From an optimization exercise on the open Yosys and OpenROAD flow, aimed at small area, a short achievable clock period and few clock cycles per item; shortcuts taken in it are not production practice. At most, simulation tests tie the RTL to the original design; equivalence was not proved. Power is estimated from default activity; no workload was simulated.

==> inputs of run a <==
Design multiplier, start of the top module:
module multiplier(
  output [63:0] prod,
  output busy,
  input [31:0] mc,
  input [31:0] mp,
  input clk,
  input rst,
  input start);
export LEC_CHECK = 0
export CAP_MARGIN = 20
export CORE_MARGIN = 2
export CORE_UTILIZATION = 40
export CTS_BUF_LIST = sky130_fd_sc_hd__clkbuf_8
export SETUP_SLACK_MARGIN = 0.0
export SLEW_MARGIN = 20
export SYNTH_HIERARCHICAL = 1
export SYNTH_MINIMUM_KEEP_SIZE = 0
create_clock -name core_clock -period 4.0 [get_ports {clk}]
standard.sh (not shown) runs the stock make flow with config.mk's settings and CLKGATE_MAP_FILE= SYNTH_SCRIPT=/design/flow/synth_recipe.tcl, a recipe that flattens the netlist after the stock synthesis.
==> flow/flow/run.sh <==
#!/bin/bash
# Layout flow: the standard flow (standard synthesis and ORFS steps), except
# that the port buffers inserted before global placement are buf_2 cells
# instead of the delay-cell buffers ORFS picks by default. Every input and
# output port still gets its own buffer.
set -euo pipefail
export BUFFER_PORTS_ARGS="-buffer_cell sky130_fd_sc_hd__buf_2"
bash standard.sh finish > standard_flow.log 2>&1
==> inputs of run b, as changes to run a <==
==> flow/config.mk (replaced) <==
export PLATFORM = sky130hd
export DESIGN_NAME = multiplier
export DESIGN_NICKNAME = multiplier
export VERILOG_FILES = /design/flow/design.v
export SDC_FILE = /design/flow/constraint.sdc
export NUM_CORES = 4
export LEC_CHECK = 0
export CAP_MARGIN = 20
export CORE_MARGIN = 2
export CORE_UTILIZATION = 40
export SETUP_SLACK_MARGIN = 0.0
export SLEW_MARGIN = 20
export SYNTH_HIERARCHICAL = 1
export SYNTH_MINIMUM_KEEP_SIZE = 0
==> inputs of run c, as changes to run a <==
--- a/flow/design.v
+++ b/flow/design.v
@@ -6,16 +6,17 @@
   input clk,
   input rst,
   input start);
 reg [31:0] M, S;
 reg [30:0] C;
 reg [23:0] Q;
 reg [7:0] Ls, Lc;
 reg t, cl, busy_r;
+reg sel_r, idle_r;   
 reg [1:0] cnt;
 reg [3:0] d_one, d_two, d_neg;
 wire fin = busy_r & (cnt == 2'd2);
 wire it = start | busy_r;
 function [11:0] dec;
   input [8:0] b;
   integer k;
   reg [3:0] o, w, n;
@@ -24,24 +25,24 @@
       o[k] = b[2*k+1] ^ b[2*k];
       w[k] = (b[2*k+2] ^ b[2*k+1]) & ~(b[2*k+1] ^ b[2*k]);
       n[k] = b[2*k+2];
     end
     dec = {n, w, o};
   end
 endfunction
 wire [11:0] dec0 = dec({{mp[7:0]}, 1'b0});
-wire [11:0] decn = dec(busy_r ? Q[8:0] : {mp[15:7]});
-wire [31:0] Me = busy_r ? M : mc;
-wire [3:0] oe = busy_r ? d_one : dec0[3:0];
-wire [3:0] we = busy_r ? d_two : dec0[7:4];
-wire [3:0] ne = busy_r ? d_neg : dec0[11:8];
-wire [31:0] Se = S & {32{busy_r}};
-wire [30:0] Ce = C & {31{busy_r}};
-wire te = t | ~busy_r;
+wire [11:0] decn = dec(sel_r ? Q[8:0] : {mp[15:7]});
+wire [31:0] Me = sel_r ? M : mc;
+wire [3:0] oe = sel_r ? d_one : dec0[3:0];
+wire [3:0] we = sel_r ? d_two : dec0[7:4];
+wire [3:0] ne = sel_r ? d_neg : dec0[11:8];
+wire [31:0] Se = S & {32{~idle_r}};
+wire [30:0] Ce = C & {31{~idle_r}};
+wire te = t | idle_r;
 wire [32:0] Mx = {Me[31], Me};
 wire [33:0] Mx2 = {Mx, 1'b0};
 wire [32:0] x0 = ({33{oe[0]}} & Mx) | ({33{we[0]}} & Mx2[32:0]);
 wire [32:0] p0 = x0 ^ {33{ne[0]}};
 wire [33:0] pp0 = {~p0[32], p0};
 wire [32:0] x1 = ({33{oe[1]}} & Mx) | ({33{we[1]}} & Mx2[32:0]);
 wire [32:0] p1 = x1 ^ {33{ne[1]}};
 wire [33:0] pp1 = {~p1[32], p1};
@@ -361,29 +362,29 @@
 mul_fa u154 (.a(fs80), .b(fc116), .c(fs117), .s(fs154), .co(fc154));
 wire fs155, fc155;
 mul_fa u155 (.a(fs82), .b(fc117), .c(fs118), .s(fs155), .co(fc155));
 wire fs156, fc156;
 mul_fa u156 (.a(fs84), .b(fc118), .c(fs119), .s(fs156), .co(fc156));
 wire fs157, fc157;
 mul_fa u157 (.a(fs86), .b(fc119), .c(fs120), .s(fs157), .co(fc157));
 wire fs158, fc158;
-mul_fa u158 (.a(fs87), .b(fc120), .c(fs121), .s(fs158), .co(fc158));
+mul_fa u158 (.a(fs87), .b(fs121), .c(fc120), .s(fs158), .co(fc158));
 wire fs159, fc159;
 mul_fa u159 (.a(fs89), .b(fc121), .c(fs122), .s(fs159), .co(fc159));
 wire fs160, fc160;
 mul_fa u160 (.a(fc89), .b(fs123), .c(fc122), .s(fs160), .co(fc160));
 wire fs161, fc161;
 mul_fa u161 (.a(pp3[30]), .b(hs124), .c(fc123), .s(fs161), .co(fc161));
 wire fs162, fc162;
 mul_fa u162 (.a(pp2[33]), .b(pp3[31]), .c(hc124), .s(fs162), .co(fc162));
 wire hs163, hc163;
 mul_ha u163 (.a(1'b1), .b(pp3[32]), .s(hs163), .co(hc163));
-wire [40:0] R0 = {1'b0, pp3[33], hs163, fs162, fs161, fc159, fc158, fs158, fc156, fc155, fc154, fc153, fc152, fc151, fc150, fc149, fc148, fc147, fc146, fc145, fc144, fc143, fc142, fc141, fc140, fc139, fc138, fc137, fc136, fc135, fc134, fc133, fc132, fc131, fc130, fc129, fc128, fc127, fc126, hc125, hs125};
-wire [40:0] R1 = {1'b0, hc163, fc162, fc161, fc160, fs160, fs159, fc157, fs157, fs156, fs155, fs154, fs153, fs152, fs151, fs150, fs149, fs148, fs147, fs146, fs145, fs144, fs143, fs142, fs141, fs140, fs139, fs138, fs137, fs136, fs135, fs134, fs133, fs132, fs131, fs130, fs129, fs128, fs127, fs126, pp0[0]};
+wire [40:0] R0 = {1'b0, pp3[33], hs163, fs162, fs161, fc159, fc158, fc157, fc156, fc155, fc154, fc153, fc152, fc151, fc150, fc149, fc148, fc147, fc146, fc145, fc144, fc143, fc142, fc141, fc140, fc139, fc138, fc137, fc136, fc135, fc134, fc133, fc132, fc131, fc130, fc129, fc128, fc127, fc126, hc125, hs125};
+wire [40:0] R1 = {1'b0, hc163, fc162, fc161, fc160, fs160, fs159, fs158, fs157, fs156, fs155, fs154, fs153, fs152, fs151, fs150, fs149, fs148, fs147, fs146, fs145, fs144, fs143, fs142, fs141, fs140, fs139, fs138, fs137, fs136, fs135, fs134, fs133, fs132, fs131, fs130, fs129, fs128, fs127, fs126, pp0[0]};
 wire [39:0] fa_p = {S, Ls};
 wire [40:0] pg0_g = {1'b0, C, Lc, cl};
 wire [40:0] pg0_p = {fa_p, 1'b0};
 wire [40:0] pg1_g, pg1_p;
 assign pg1_g[0] = pg0_g[0];
 assign pg1_p[0] = pg0_p[0];
 assign pg1_g[1] = pg0_g[1] | (pg0_p[1] & pg0_g[0]);
 assign pg1_p[1] = pg0_p[1] & pg0_p[0];
@@ -883,16 +884,18 @@
 wire [39:0] F = fa_p ^ pg6_g[39:0];
 wire csh = pg6_g[8];   
 wire [40:0] Tp = R0 ^ R1;
 wire [40:0] Tg = R0 & R1;
 always @(posedge clk) begin
   if (rst) busy_r <= 1'b0;
   else if (start) busy_r <= 1'b1;
   else if (fin) busy_r <= 1'b0;
+  sel_r <= ~rst & (start | (busy_r & ~fin));
+  idle_r <= rst | ~(start | (busy_r & ~fin));
   cnt <= start ? 2'd0 : cnt + 2'd1;
   M <= Me;
   if (start) Q <= {7'd0, {mp[31:15]}};
   else if (busy_r) Q <= {F[7:0], Q[23:8]};
   d_one <= decn[3:0];
   d_two <= decn[7:4];
   d_neg <= decn[11:8];
   if (it) begin
==> flow/config.mk (replaced) <==
export PLATFORM = sky130hd
export DESIGN_NAME = multiplier
export DESIGN_NICKNAME = multiplier
export VERILOG_FILES = /design/flow/design.v
export SDC_FILE = /design/flow/constraint.sdc
export NUM_CORES = 4
export LEC_CHECK = 0
export CAP_MARGIN = 20
export CORE_MARGIN = 2
export CORE_UTILIZATION = 40
export SETUP_SLACK_MARGIN = 0.0
export SLEW_MARGIN = 20
export SYNTH_HIERARCHICAL = 1
export SYNTH_MINIMUM_KEEP_SIZE = 0
==> results.txt <==
Die area is the same in run b and run a. In run b the combinational power is lower than in run c, by about 3.7%. Global-route usage: run a is lower than run b (0.14 points). The lowest sequential share of layout area belongs to run c, the highest to run a. The lowest via count belongs to run b, the highest to run a. Clock skew, lowest first: run b, run c, run a. Against run c, the flip-flop and latch count of run a is lower by 2. Against run c, the register-to-register slack of run a is higher by 150 ps. In run a the synthesized area is smaller than in run c, by 0.38%.
Testbench counts of run a, summed over its fixed seeds: cycles 12,800, items 3,200.
Testbench counts of run b, summed over its fixed seeds: cycles 12,800, items 3,200.
The RTL of run c was laid out without a check of its function.

==> v32: inputs <==
multiplier, a different RTL version from the one above (not shown whole).
// multiplier
module multiplier(
  output [63:0] prod,
  output busy,
  input [31:0] mc,
  input [31:0] mp,
  input clk,
  input rst,
  input start);
clock: 4.0 ns
lec_check: 0
cap_margin: 20
core_margin: 2
core_utilization: 50
setup_slack_margin: 0.1
slew_margin: 20
synth_hierarchical: 1
synth_minimum_keep_size: 0
Scripts as last shown in full above: flow/flow/run.sh
==> inputs of v15, as changes to v32 <==
--- a/flow/design.v
+++ b/flow/design.v
@@ -7,42 +7,39 @@
   input rst,
   input start);
 reg [31:0] M, S;
 reg [30:0] C;
 reg [23:0] Q;
 reg [11:0] Ls, Lc;
 reg t, cl, busy_r;
 reg [1:0] cnt;
-reg [1:0] r_one, r_two, r_neg;   
+reg [5:0] d_one, d_two, d_neg;
 wire fin = busy_r & (cnt == 2'd1);
 wire it = start | busy_r;
 wire dkeep = ~rst & (start | (busy_r & ~fin));   
 function [17:0] dec;
   input [12:0] b;
   integer k;
   reg [5:0] o, w, n;
   begin
     for (k = 0; k < 6; k = k + 1) begin
       o[k] = b[2*k+1] ^ b[2*k];
       w[k] = (b[2*k+2] ^ b[2*k+1]) & ~(b[2*k+1] ^ b[2*k]);
       n[k] = b[2*k+2];
     end
     dec = {n, w, o};
   end
 endfunction
-wire [17:0] dhi = dec({busy_r ? Q[8:0] : {mp[7:0], 1'd0}, 4'd0});
-wire [17:0] dlo = dec({8'd0, busy_r ? Q[12:8] : {mp[11:7]}});
-wire [5:0] d_one = {dhi[5:2], r_one};
-wire [5:0] d_two = {dhi[11:8], r_two};
-wire [5:0] d_neg = {dhi[17:14], r_neg};
+wire [17:0] dec0 = dec({{mp[7:0], 4'd0}, 1'b0});
+wire [17:0] decn = dec(busy_r ? Q[12:0] : {mp[19:7]});
 wire [31:0] Me = busy_r ? M : mc;
-wire [5:0] oe = d_one;
-wire [5:0] we = d_two;
-wire [5:0] ne = d_neg;
+wire [5:0] oe = busy_r ? d_one : dec0[5:0];
+wire [5:0] we = busy_r ? d_two : dec0[11:6];
+wire [5:0] ne = busy_r ? d_neg : dec0[17:12];
 wire [31:0] Se = S & {32{busy_r}};
 wire [30:0] Ce = C & {31{busy_r}};
 wire te = t | ~busy_r;
 wire [32:0] Mx = {Me[31], Me};
 wire [33:0] Mx2 = {Mx, 1'b0};
 wire [32:0] Mr = {M[31], M};
 wire [33:0] Mr2 = {Mr, 1'b0};
 wire [32:0] x0 = ({33{d_one[0]}} & Mr) | ({33{d_two[0]}} & Mr2[32:0]);
@@ -1017,21 +1014,21 @@
 wire [44:0] Tp = R0 ^ R1;
 wire [44:0] Tg = R0 & R1;
 always @(posedge clk) begin
   if (rst) busy_r <= 1'b0;
   else if (start) busy_r <= 1'b1;
   else if (fin) busy_r <= 1'b0;
   cnt <= start ? 2'd0 : cnt + 2'd1;
   M <= Me;
-  if (start) Q <= {3'd0, {mp[31:11]}};
+  if (start) Q <= {11'd0, {mp[31:19]}};
   else if (busy_r) Q <= {F[11:0], Q[23:12]};
-  r_one <= dlo[1:0] & {2{dkeep}};
-  r_two <= dlo[7:6] & {2{dkeep}};
-  r_neg <= dlo[13:12] & {2{dkeep}};
+  d_one <= decn[5:0] & {6{dkeep}};
+  d_two <= decn[11:6] & {6{dkeep}};
+  d_neg <= decn[17:12] & {6{dkeep}};
   if (it) begin
     S <= Tp[43:12];
     C <= Tg[42:12];
     t <= Tp[44] | Tg[43];
     Ls <= Tp[11:0];
     Lc <= Tg[11:0];
     cl <= csh & busy_r;
   end
Settings changed: CORE_UTILIZATION 50 to 55, SETUP_SLACK_MARGIN 0.1 to 0.05.
==> inputs of v9, as changes to v32 <==
--- a/flow/design.v
+++ b/flow/design.v
@@ -7,54 +7,55 @@
   input rst,
   input start);
 reg [31:0] M, S;
 reg [30:0] C;
 reg [23:0] Q;
 reg [11:0] Ls, Lc;
 reg t, cl, busy_r;
 reg [1:0] cnt;
-reg [1:0] r_one, r_two, r_neg;   
+reg [5:0] d_one, d_two, d_neg;
 wire fin = busy_r & (cnt == 2'd1);
 wire it = start | busy_r;
-wire dkeep = ~rst & (start | (busy_r & ~fin));   
-function [17:0] dec;
-  input [12:0] b;
-  integer k;
-  reg [5:0] o, w, n;
-  begin
-    for (k = 0; k < 6; k = k + 1) begin
-      o[k] = b[2*k+1] ^ b[2*k];
-      w[k] = (b[2*k+2] ^ b[2*k+1]) & ~(b[2*k+1] ^ b[2*k]);
-      n[k] = b[2*k+2];
-    end
-    dec = {n, w, o};
-  end
-endfunction
-wire [17:0] dhi = dec({busy_r ? Q[8:0] : {mp[7:0], 1'd0}, 4'd0});
-wire [17:0] dlo = dec({8'd0, busy_r ? Q[12:8] : {mp[11:7]}});
-wire [5:0] d_one = {dhi[5:2], r_one};
-wire [5:0] d_two = {dhi[11:8], r_two};
-wire [5:0] d_neg = {dhi[17:14], r_neg};
+wire [12:0] dec0_b = {{mp[7:0], 4'd0}, 1'b0};
+wire [5:0] dec0_o, dec0_w, dec0_n;
+assign dec0_o[0] = 1'b0;
+assign dec0_w[0] = 1'b0;
+assign dec0_o[1] = 1'b0;
+assign dec0_w[1] = 1'b0;
+mul_dec ud1 (.b(dec0_b[6:4]), .o(dec0_o[2]), .w(dec0_w[2]));
+mul_dec ud2 (.b(dec0_b[8:6]), .o(dec0_o[3]), .w(dec0_w[3]));
+mul_dec ud3 (.b(dec0_b[10:8]), .o(dec0_o[4]), .w(dec0_w[4]));
+mul_dec ud4 (.b(dec0_b[12:10]), .o(dec0_o[5]), .w(dec0_w[5]));
+assign dec0_n = {dec0_b[12], dec0_b[10], dec0_b[8], dec0_b[6], dec0_b[4], dec0_b[2]};
+wire [17:0] dec0 = {dec0_n, dec0_w, dec0_o};
+wire [12:0] decn_b = busy_r ? Q[12:0] : {mp[19:7]};
+wire [5:0] decn_o, decn_w, decn_n;
+mul_dec ud5 (.b(decn_b[2:0]), .o(decn_o[0]), .w(decn_w[0]));
+mul_dec ud6 (.b(decn_b[4:2]), .o(decn_o[1]), .w(decn_w[1]));
+mul_dec ud7 (.b(decn_b[6:4]), .o(decn_o[2]), .w(decn_w[2]));
+mul_dec ud8 (.b(decn_b[8:6]), .o(decn_o[3]), .w(decn_w[3]));
+mul_dec ud9 (.b(decn_b[10:8]), .o(decn_o[4]), .w(decn_w[4]));
+mul_dec ud10 (.b(decn_b[12:10]), .o(decn_o[5]), .w(decn_w[5]));
+assign decn_n = {decn_b[12], decn_b[10], decn_b[8], decn_b[6], decn_b[4], decn_b[2]};
+wire [17:0] decn = {decn_n, decn_w, decn_o};
 wire [31:0] Me = busy_r ? M : mc;
-wire [5:0] oe = d_one;
-wire [5:0] we = d_two;
-wire [5:0] ne = d_neg;
+wire [5:0] oe = busy_r ? d_one : dec0[5:0];
+wire [5:0] we = busy_r ? d_two : dec0[11:6];
+wire [5:0] ne = busy_r ? d_neg : dec0[17:12];
 wire [31:0] Se = S & {32{busy_r}};
 wire [30:0] Ce = C & {31{busy_r}};
 wire te = t | ~busy_r;
 wire [32:0] Mx = {Me[31], Me};
 wire [33:0] Mx2 = {Mx, 1'b0};
-wire [32:0] Mr = {M[31], M};
-wire [33:0] Mr2 = {Mr, 1'b0};
-wire [32:0] x0 = ({33{d_one[0]}} & Mr) | ({33{d_two[0]}} & Mr2[32:0]);
-wire [32:0] p0 = x0 ^ {33{d_neg[0]}};
+wire [32:0] x0 = ({33{oe[0]}} & Mx) | ({33{we[0]}} & Mx2[32:0]);
+wire [32:0] p0 = x0 ^ {33{ne[0]}};
 wire [33:0] pp0 = {~p0[32], p0};
-wire [32:0] x1 = ({33{d_one[1]}} & Mr) | ({33{d_two[1]}} & Mr2[32:0]);
-wire [32:0] p1 = x1 ^ {33{d_neg[1]}};
+wire [32:0] x1 = ({33{oe[1]}} & Mx) | ({33{we[1]}} & Mx2[32:0]);
+wire [32:0] p1 = x1 ^ {33{ne[1]}};
 wire [33:0] pp1 = {~p1[32], p1};
 wire [32:0] x2 = ({33{oe[2]}} & Mx) | ({33{we[2]}} & Mx2[32:0]);
 wire [32:0] p2 = x2 ^ {33{ne[2]}};
 wire [33:0] pp2 = {~p2[32], p2};
 wire [32:0] x3 = ({33{oe[3]}} & Mx) | ({33{we[3]}} & Mx2[32:0]);
 wire [32:0] p3 = x3 ^ {33{ne[3]}};
 wire [33:0] pp3 = {~p3[32], p3};
 wire [32:0] x4 = ({33{oe[4]}} & Mx) | ({33{we[4]}} & Mx2[32:0]);
@@ -75,67 +76,67 @@
 mul_fa u5 (.a(Ce[2]), .b(Se[3]), .c(pp0[3]), .s(fs5), .co(fc5));
 wire fs6, fc6;
 mul_fa u6 (.a(pp1[1]), .b(fc3), .c(fs5), .s(fs6), .co(fc6));
 wire fs7, fc7;
 mul_fa u7 (.a(Ce[3]), .b(Se[4]), .c(ne[2]), .s(fs7), .co(fc7));
 wire fs8, fc8;
 mul_fa u8 (.a(pp0[4]), .b(pp1[2]), .c(fs7), .s(fs8), .co(fc8));
 wire fs9, fc9;
-mul_fa u9 (.a(fc5), .b(pp2[0]), .c(fs8), .s(fs9), .co(fc9));
+mul_fa u9 (.a(fc5), .b(fs8), .c(pp2[0]), .s(fs9), .co(fc9));
 wire fs10, fc10;
 mul_fa u10 (.a(Ce[4]), .b(Se[5]), .c(pp0[5]), .s(fs10), .co(fc10));
 wire fs11, fc11;
 mul_fa u11 (.a(pp1[3]), .b(fc7), .c(fs10), .s(fs11), .co(fc11));
 wire fs12, fc12;
 mul_fa u12 (.a(fc8), .b(pp2[1]), .c(fs11), .s(fs12), .co(fc12));
 wire fs13, fc13;
 mul_fa u13 (.a(Ce[5]), .b(Se[6]), .c(ne[3]), .s(fs13), .co(fc13));
 wire fs14, fc14;
 mul_fa u14 (.a(pp0[6]), .b(pp1[4]), .c(fs13), .s(fs14), .co(fc14));
 wire fs15, fc15;
-mul_fa u15 (.a(fc10), .b(pp2[2]), .c(pp3[0]), .s(fs15), .co(fc15));
+mul_fa u15 (.a(fc10), .b(fs14), .c(pp2[2]), .s(fs15), .co(fc15));
 wire fs16, fc16;
-mul_fa u16 (.a(fs14), .b(fc11), .c(fs15), .s(fs16), .co(fc16));
+mul_fa u16 (.a(pp3[0]), .b(fc11), .c(fs15), .s(fs16), .co(fc16));
 wire fs17, fc17;
 mul_fa u17 (.a(Ce[6]), .b(Se[7]), .c(pp0[7]), .s(fs17), .co(fc17));
 wire fs18, fc18;
 mul_fa u18 (.a(pp1[5]), .b(fc13), .c(fs17), .s(fs18), .co(fc18));
 wire fs19, fc19;
 mul_fa u19 (.a(fc14), .b(pp2[3]), .c(pp3[1]), .s(fs19), .co(fc19));
 wire fs20, fc20;
 mul_fa u20 (.a(fs18), .b(fc15), .c(fs19), .s(fs20), .co(fc20));
 wire fs21, fc21;
 mul_fa u21 (.a(Ce[7]), .b(Se[8]), .c(ne[4]), .s(fs21), .co(fc21));
 wire fs22, fc22;
 mul_fa u22 (.a(pp0[8]), .b(pp1[6]), .c(fs21), .s(fs22), .co(fc22));
 wire fs23, fc23;
-mul_fa u23 (.a(fc17), .b(pp2[4]), .c(pp3[2]), .s(fs23), .co(fc23));
+mul_fa u23 (.a(fc17), .b(fs22), .c(pp2[4]), .s(fs23), .co(fc23));
 wire fs24, fc24;
-mul_fa u24 (.a(pp4[0]), .b(fs22), .c(fc18), .s(fs24), .co(fc24));
+mul_fa u24 (.a(pp3[2]), .b(pp4[0]), .c(fc18), .s(fs24), .co(fc24));
 wire fs25, fc25;
 mul_fa u25 (.a(fc19), .b(fs23), .c(fs24), .s(fs25), .co(fc25));
 wire fs26, fc26;
 mul_fa u26 (.a(Ce[8]), .b(Se[9]), .c(pp0[9]), .s(fs26), .co(fc26));
 wire fs27, fc27;
 mul_fa u27 (.a(pp1[7]), .b(fc21), .c(fs26), .s(fs27), .co(fc27));
 wire fs28, fc28;
 mul_fa u28 (.a(fc22), .b(pp2[5]), .c(pp3[3]), .s(fs28), .co(fc28));
 wire fs29, fc29;
 mul_fa u29 (.a(pp4[1]), .b(fs27), .c(fc23), .s(fs29), .co(fc29));
 wire fs30, fc30;
-mul_fa u30 (.a(fs28), .b(fc24), .c(fs29), .s(fs30), .co(fc30));
+mul_fa u30 (.a(fc24), .b(fs28), .c(fs29), .s(fs30), .co(fc30));
 wire fs31, fc31;
 mul_fa u31 (.a(Ce[9]), .b(Se[10]), .c(ne[5]), .s(fs31), .co(fc31));
 wire fs32, fc32;
 mul_fa u32 (.a(pp0[10]), .b(pp1[8]), .c(fs31), .s(fs32), .co(fc32));
 wire fs33, fc33;
-mul_fa u33 (.a(fc26), .b(pp2[6]), .c(pp3[4]), .s(fs33), .co(fc33));
+mul_fa u33 (.a(fc26), .b(fs32), .c(pp2[6]), .s(fs33), .co(fc33));
 wire fs34, fc34;
-mul_fa u34 (.a(pp4[2]), .b(pp5[0]), .c(fs32), .s(fs34), .co(fc34));
+mul_fa u34 (.a(pp3[4]), .b(pp4[2]), .c(pp5[0]), .s(fs34), .co(fc34));
 wire fs35, fc35;
 mul_fa u35 (.a(fc27), .b(fc28), .c(fs33), .s(fs35), .co(fc35));
 wire fs36, fc36;
 mul_fa u36 (.a(fs34), .b(fc29), .c(fs35), .s(fs36), .co(fc36));
 wire fs37, fc37;
 mul_fa u37 (.a(Ce[10]), .b(Se[11]), .c(pp0[11]), .s(fs37), .co(fc37));
 wire fs38, fc38;
 mul_fa u38 (.a(pp1[9]), .b(fc31), .c(fs37), .s(fs38), .co(fc38));
@@ -391,19 +392,19 @@
 mul_fa u163 (.a(~te), .b(pp0[32]), .c(pp1[30]), .s(fs163), .co(fc163));
 wire fs164, fc164;
 mul_fa u164 (.a(fc157), .b(fs163), .c(pp2[28]), .s(fs164), .co(fc164));
 wire fs165, fc165;
 mul_fa u165 (.a(pp3[26]), .b(pp4[24]), .c(pp5[22]), .s(fs165), .co(fc165));
 wire fs166, fc166;
 mul_fa u166 (.a(fc158), .b(fc159), .c(fs164), .s(fs166), .co(fc166));
 wire fs167, fc167;
-mul_fa u167 (.a(fs165), .b(fc160), .c(fs166), .s(fs167), .co(fc167));
+mul_fa u167 (.a(fs165), .b(fc160), .c(fc161), .s(fs167), .co(fc167));
 wire hs168, hc168;
-mul_ha u168 (.a(fc161), .b(fs167), .s(hs168), .co(hc168));
+mul_ha u168 (.a(fs166), .b(fs167), .s(hs168), .co(hc168));
 wire fs169, fc169;
 mul_fa u169 (.a(te), .b(pp0[33]), .c(pp1[31]), .s(fs169), .co(fc169));
 wire fs170, fc170;
 mul_fa u170 (.a(fc163), .b(fs169), .c(pp2[29]), .s(fs170), .co(fc170));
 wire fs171, fc171;
 mul_fa u171 (.a(pp3[27]), .b(pp4[25]), .c(pp5[23]), .s(fs171), .co(fc171));
 wire fs172, fc172;
 mul_fa u172 (.a(fc164), .b(fc165), .c(fs170), .s(fs172), .co(fc172));
@@ -413,33 +414,33 @@
 mul_ha u174 (.a(fc167), .b(fs173), .s(hs174), .co(hc174));
 wire fs175, fc175;
 mul_fa u175 (.a(1'b1), .b(pp1[32]), .c(fc169), .s(fs175), .co(fc175));
 wire fs176, fc176;
 mul_fa u176 (.a(pp2[30]), .b(pp3[28]), .c(pp4[26]), .s(fs176), .co(fc176));
 wire fs177, fc177;
 mul_fa u177 (.a(pp5[24]), .b(fs175), .c(fc170), .s(fs177), .co(fc177));
 wire fs178, fc178;
-mul_fa u178 (.a(fc171), .b(fs176), .c(fc172), .s(fs178), .co(fc178));
+mul_fa u178 (.a(fc171), .b(fs176), .c(fs177), .s(fs178), .co(fc178));
 wire fs179, fc179;
-mul_fa u179 (.a(fs177), .b(fc173), .c(fs178), .s(fs179), .co(fc179));
+mul_fa u179 (.a(fc172), .b(fs178), .c(fc173), .s(fs179), .co(fc179));
 wire fs180, fc180;
-mul_fa u180 (.a(pp1[33]), .b(pp2[31]), .c(pp3[29]), .s(fs180), .co(fc180));
+mul_fa u180 (.a(pp1[33]), .b(fc175), .c(pp2[31]), .s(fs180), .co(fc180));
 wire fs181, fc181;
-mul_fa u181 (.a(pp4[27]), .b(pp5[25]), .c(fc175), .s(fs181), .co(fc181));
+mul_fa u181 (.a(pp3[29]), .b(pp4[27]), .c(pp5[25]), .s(fs181), .co(fc181));
 wire fs182, fc182;
 mul_fa u182 (.a(fc176), .b(fs180), .c(fs181), .s(fs182), .co(fc182));
 wire fs183, fc183;
 mul_fa u183 (.a(fc177), .b(fs182), .c(fc178), .s(fs183), .co(fc183));
 wire fs184, fc184;
 mul_fa u184 (.a(1'b1), .b(pp2[32]), .c(pp3[30]), .s(fs184), .co(fc184));
 wire fs185, fc185;
 mul_fa u185 (.a(pp4[28]), .b(pp5[26]), .c(fc180), .s(fs185), .co(fc185));
 wire fs186, fc186;
-mul_fa u186 (.a(fs184), .b(fc181), .c(fs185), .s(fs186), .co(fc186));
+mul_fa u186 (.a(fc181), .b(fs184), .c(fs185), .s(fs186), .co(fc186));
 wire hs187, hc187;
 mul_ha u187 (.a(fc182), .b(fs186), .s(hs187), .co(hc187));
 wire fs188, fc188;
 mul_fa u188 (.a(pp2[33]), .b(pp3[31]), .c(pp4[29]), .s(fs188), .co(fc188));
 wire fs189, fc189;
 mul_fa u189 (.a(pp5[27]), .b(fc184), .c(fs188), .s(fs189), .co(fc189));
 wire fs190, fc190;
 mul_fa u190 (.a(fc185), .b(fs189), .c(fc186), .s(fs190), .co(fc190));
@@ -1017,34 +1018,38 @@
 wire [44:0] Tp = R0 ^ R1;
 wire [44:0] Tg = R0 & R1;
 always @(posedge clk) begin
   if (rst) busy_r <= 1'b0;
   else if (start) busy_r <= 1'b1;
   else if (fin) busy_r <= 1'b0;
   cnt <= start ? 2'd0 : cnt + 2'd1;
   M <= Me;
-  if (start) Q <= {3'd0, {mp[31:11]}};
+  if (start) Q <= {11'd0, {mp[31:19]}};
   else if (busy_r) Q <= {F[11:0], Q[23:12]};
-  r_one <= dlo[1:0] & {2{dkeep}};
-  r_two <= dlo[7:6] & {2{dkeep}};
-  r_neg <= dlo[13:12] & {2{dkeep}};
+  d_one <= decn[5:0];
+  d_two <= decn[11:6];
+  d_neg <= decn[17:12];
   if (it) begin
     S <= Tp[43:12];
     C <= Tg[42:12];
     t <= Tp[44] | Tg[43];
     Ls <= Tp[11:0];
     Lc <= Tg[11:0];
     cl <= csh & busy_r;
   end
 end
 assign busy = busy_r;
 wire [67:0] Pfull = {F, Q[23:0]};
 assign prod = Pfull[67:4];
 endmodule
+module mul_dec(input [2:0] b, output o, output w);
+  assign o = b[1] ^ b[0];
+  assign w = b[2] ? ~(b[1] | b[0]) : (b[1] & b[0]);
+endmodule
 module mul_fa(input a, input b, input c, output s, output co);
   assign s = a ^ b ^ c;
   assign co = (a & b) | (c & (a ^ b));
 endmodule
 module mul_ha(input a, input b, output s, output co);
   assign s = a ^ b;
   assign co = a & b;
 endmodule
Settings changed: CORE_UTILIZATION 50 to 40.
==> results.txt <==
Fmax: v9 < v32 < v15. Die area: v15 is lower than v9 (27%). The lowest clock skew belongs to v32, the highest to v9. v15 completed without violations. v9 completed, yet does not pass: negative setup slack. v32 went through all stages and came out clean. Sequential share of layout area: v9 < v32 < v15. Final cell count: v32 > v9 > v15. In v9 the design area is larger than in v32, by about 3.6%. Wire length: v15 < v9 < v32. The lowest combinational power belongs to v15, the highest to v9. Utilization, highest first: v15, v32, v9. In clock power, v9 and v32 hardly differ.
Testbench counts of v15, summed over its fixed seeds: cycles 9,600, items 3,200.
For v32 and v9, only the layout was checked, not whether the RTL still works.

==> afterwards: timing with drivers on the ports <==
Ports are ideal in the flow. The routed layouts listed here were re-timed in OpenROAD.
Step 1, drivers: a clkbuf_16 drives clk and a buf_2 each remaining input, both assumed.
Step 2, shift: input delay + t, output delay - t, t = (earliest + latest rising clock arrival at the registers) / 2. This alone moves slack from input paths to output paths.
Three values: ideal, step 1, step 2; two values: the first two.
run | t (ns) | slack for setup (ns) | pins driven straight from the clock port
run a | 0.534 | 0.089 / 0.043 / -0.139 | 1
run b | 0.489 | 0.140 / 0.092 / -0.135 | 1
run c | 0.490 | 0.041 / -0.008 / -0.293 | 1
v32 | 0.500 | 0.110 / 0.110 / -0.121 | 1
v15 | 0.502 | 0.122 / 0.122 / -0.216 | 1
v9 | 0.504 | -0.043 / -0.043 / -0.382 | 1
Met with ideal ports but missed after step 2: setup timing in 5 of these runs. For v9, which loses most, drivers alone change the setup slack by 0.000 ns; drivers and shift together by -0.339 ns.
